This design comes from an exercise in tuning for small area, a short achievable clock period and few clock cycles per item on the open sky130 flow, not from production work. Power and IR drop assume default switching activity.

==> flow/design.v <==
module Divider(CLK, CS, WE, SN, AD, DI, DO, DONE);
    input CLK;
    input CS;
    input WE;
    input SN;
    input AD;
    input [17:0] DI;
    output DONE;
    output [17:0] DO;
    reg [17:0] R;        
    reg [18:0] D;        
    reg [17:0] Q;        
    reg [4:0]  K;        
    reg [4:0]  L;        
    reg        busy;
    reg        first;
    reg        neg_quo;
    reg        neg_rem;
    function [4:0] lzc;
        input [17:0] x;
        integer i;
        begin
            lzc = 5'd18;
            for (i = 0; i < 18; i = i + 1)
                if (x[i]) lzc = 5'd17 - i;
        end
    endfunction
    wire        wr_n = CS & WE & ~AD;
    wire        wr_d = CS & WE & AD;
    wire        neg_in = SN & DI[17];
    wire        di_zero = (DI == 18'd0);
    wire        neg_q_in = neg_quo ^ neg_in;
    wire [17:0] por;
    genvar m;
    generate for (m = 0; m < 18; m = m + 1) begin : po
        if (m == 0) begin : z
            assign por[m] = 1'b0;
        end else begin : o
            assign por[m] = |DI[m-1:0];
        end
    end endgenerate
    wire [17:0] nmag = DI ^ ({18{~neg_in}} & por);
    wire [4:0]  lz_in = lzc(~nmag);              
    wire [4:0]  kg [0:3];
    wire [4:0]  kp [0:3];
    assign kg[0] = K & ~L;
    assign kp[0] = ~(K ^ L);
    genvar kl, ki;
    generate for (kl = 0; kl < 3; kl = kl + 1) begin : klv
        for (ki = 0; ki < 5; ki = ki + 1) begin : kb
            if ((ki >> kl) & 1) begin : m
                localparam integer j = ((ki >> kl) << kl) - 1;
                assign kg[kl+1][ki] = kg[kl][ki] | (kp[kl][ki] & kg[kl][j]);
                assign kp[kl+1][ki] = kp[kl][ki] & kp[kl][j];
            end else begin : t
                assign kg[kl+1][ki] = kg[kl][ki];
                assign kp[kl+1][ki] = kp[kl][ki];
            end
        end
    end endgenerate
    wire [4:0]  kc = {kg[3][3:0] | kp[3][3:0], 1'b1};      
    wire [4:0]  kk = kp[0] ^ kc;
    wire        k_ge = kg[3][4] | kp[3][4];                
    wire        k_eq = kp[3][4];                           
    wire        q_zero = first & ~k_ge;          
    wire        align = first & k_ge & ~k_eq;
    wire        step = busy & ~first | first & k_eq;
    wire        pre = first & neg_quo;           
    wire [18:0] a = {neg_rem & R[17], R};
    wire [18:0] sg [0:5];
    wire [18:0] sp [0:5];
    assign sg[0] = a & D;
    assign sp[0] = a ^ D;
    genvar l, i;
    generate for (l = 0; l < 5; l = l + 1) begin : lv
        for (i = 0; i < 19; i = i + 1) begin : b
            if ((i >> l) & 1) begin : m
                localparam integer j = ((i >> l) << l) - 1;
                assign sg[l+1][i] = sg[l][i] | (sp[l][i] & sg[l][j]);
                assign sp[l+1][i] = sp[l][i] & sp[l][j];
            end else begin : t
                assign sg[l+1][i] = sg[l][i];
                assign sp[l+1][i] = sp[l][i];
            end
        end
    end endgenerate
    wire [17:0] cy = {sg[5][16:0] | (sp[5][16:0] & {17{neg_rem}}), neg_rem};
    wire [17:0] sum = sp[0][17:0] ^ cy;
    wire        sign0 = sp[0][18] ^ sg[5][17];   
    wire        c = sign0 ^ ~neg_rem;            
    assign DONE = ~busy | q_zero;
    assign DO = AD ? R : Q ^ {18{neg_quo}};
    wire [37:0] dsh = {D, {19{neg_rem}}} << kk;
    always @(posedge CLK) begin
        if (wr_n)
            R <= DI;
        else if ((step | pre) & c)
            R <= sum;
        if (wr_d)
            D <= {1'b1, nmag} ^ {19{neg_rem}};
        else if (align)
            D <= dsh[37:19];
        else
            D <= {D[18], D[18:1]};
        if (wr_d)
            Q <= {{17{di_zero | neg_q_in}}, di_zero ^ neg_q_in};
        else if (step)
            Q <= {Q[16:0] & ~{17{pre & c}}, c ^ pre};
        else if (align)
            Q <= 18'd0;
        if (wr_n)
            L <= di_zero ? 5'd18 : lz_in;
        if (wr_d)
            K <= lz_in;
        else if (first)
            K <= kk;
        else
            K <= K - 5'd1;
        if (wr_d) begin
            busy <= ~di_zero;
            first <= ~di_zero;
        end
        else begin
            if (q_zero | step & (first | (K == 5'd0))) busy <= 1'b0;
            first <= 1'b0;
        end
        if (wr_n) begin
            neg_quo <= neg_in;
            neg_rem <= neg_in;
        end
        else if (wr_d)
            neg_quo <= neg_q_in;
    end
endmodule
==> flow/config.mk <==
export PLATFORM = sky130hd
export DESIGN_NAME = Divider
export DESIGN_NICKNAME = Divider
export VERILOG_FILES = /design/flow/design.v
export SDC_FILE = /design/flow/constraint.sdc
export NUM_CORES = 4
export LEC_CHECK = 0
export CAP_MARGIN = 20
export CORE_MARGIN = 2
export CORE_UTILIZATION = 60
export PLACE_DENSITY = 0.7
export SETUP_SLACK_MARGIN = 2.0
export SLEW_MARGIN = 20
==> flow/constraint.sdc <==
create_clock -name core_clock -period 5.0 [get_ports {CLK}]
set_input_delay 1.0000 -clock core_clock [delete_from_list [all_inputs] [get_ports {CLK}]]
set_output_delay 1.0000 -clock core_clock [all_outputs]
set_load 0.01 [all_outputs]
standard.sh (not shown) runs the stock make flow with config.mk's settings and CLKGATE_MAP_FILE= SYNTH_SCRIPT=/design/flow/synth_recipe.tcl, a recipe that flattens the netlist after the stock synthesis.
==> flow/flow/run.sh <==
#!/bin/bash
# The standard layout (the standard.sh, unchanged synthesis and steps),
# with the port buffers that buffer_ports inserts made plain buf_2 cells
# instead of the delay buffers it picks by default.
set -euo pipefail
export BUFFER_PORTS_ARGS="-buffer_cell sky130_fd_sc_hd__buf_2"
bash standard.sh > standard.log 2>&1
Rerun with:
Settings changed: ABC_AREA from default to 1.
Effect: The new run produced a clean layout. Maximum frequency drops by 3.3%. Wire length drops by 4.3%. Clock skew barely changes. Total power drops by 1.3%. Final cell count climbs by 13%. Die area drops by 6.2%. Critical path depth climbs by 2. Register-to-register slack degrades by 0.05 ns. Global-route usage drops by 0.38 points. Non-clock buffer count drops by 5.
No functional check of the RTL was part of any run of this note.

port drivers added, routing unchanged:
Ports are ideal in the flow. The routed layouts listed here were re-timed in OpenROAD. Step 1: set_driving_cell puts a clkbuf_16 on CLK and a buf_2 on each other input, an assumption about the parent block. Step 2 times the ports against the registers' clock, not the clock port: input delays grow and output delays shrink by t, the midpoint of the rising clock arrivals with the driver on. Three values: no drivers, after step 1, after step 2; two values: the first two.
run | shift t [ns] | slack for setup (ns) | hold slack, ns | worst setup path after step 2 | worst register clock-pin slew, ns
the first run | 0.403 | 2.039 / 2.039 / 1.650 | 0.584 / 0.584 / 0.584 | input to register | 0.09 / 0.09
the second run | 0.387 | 1.937 / 1.905 / 1.777 | 0.572 / 0.572 / 0.572 | input to register | 0.09 / 0.09
After both steps every run listed still meets setup and hold. The setup slack of the first run, which loses most, moves by 0.000 ns with the drivers and by -0.389 ns with both steps.
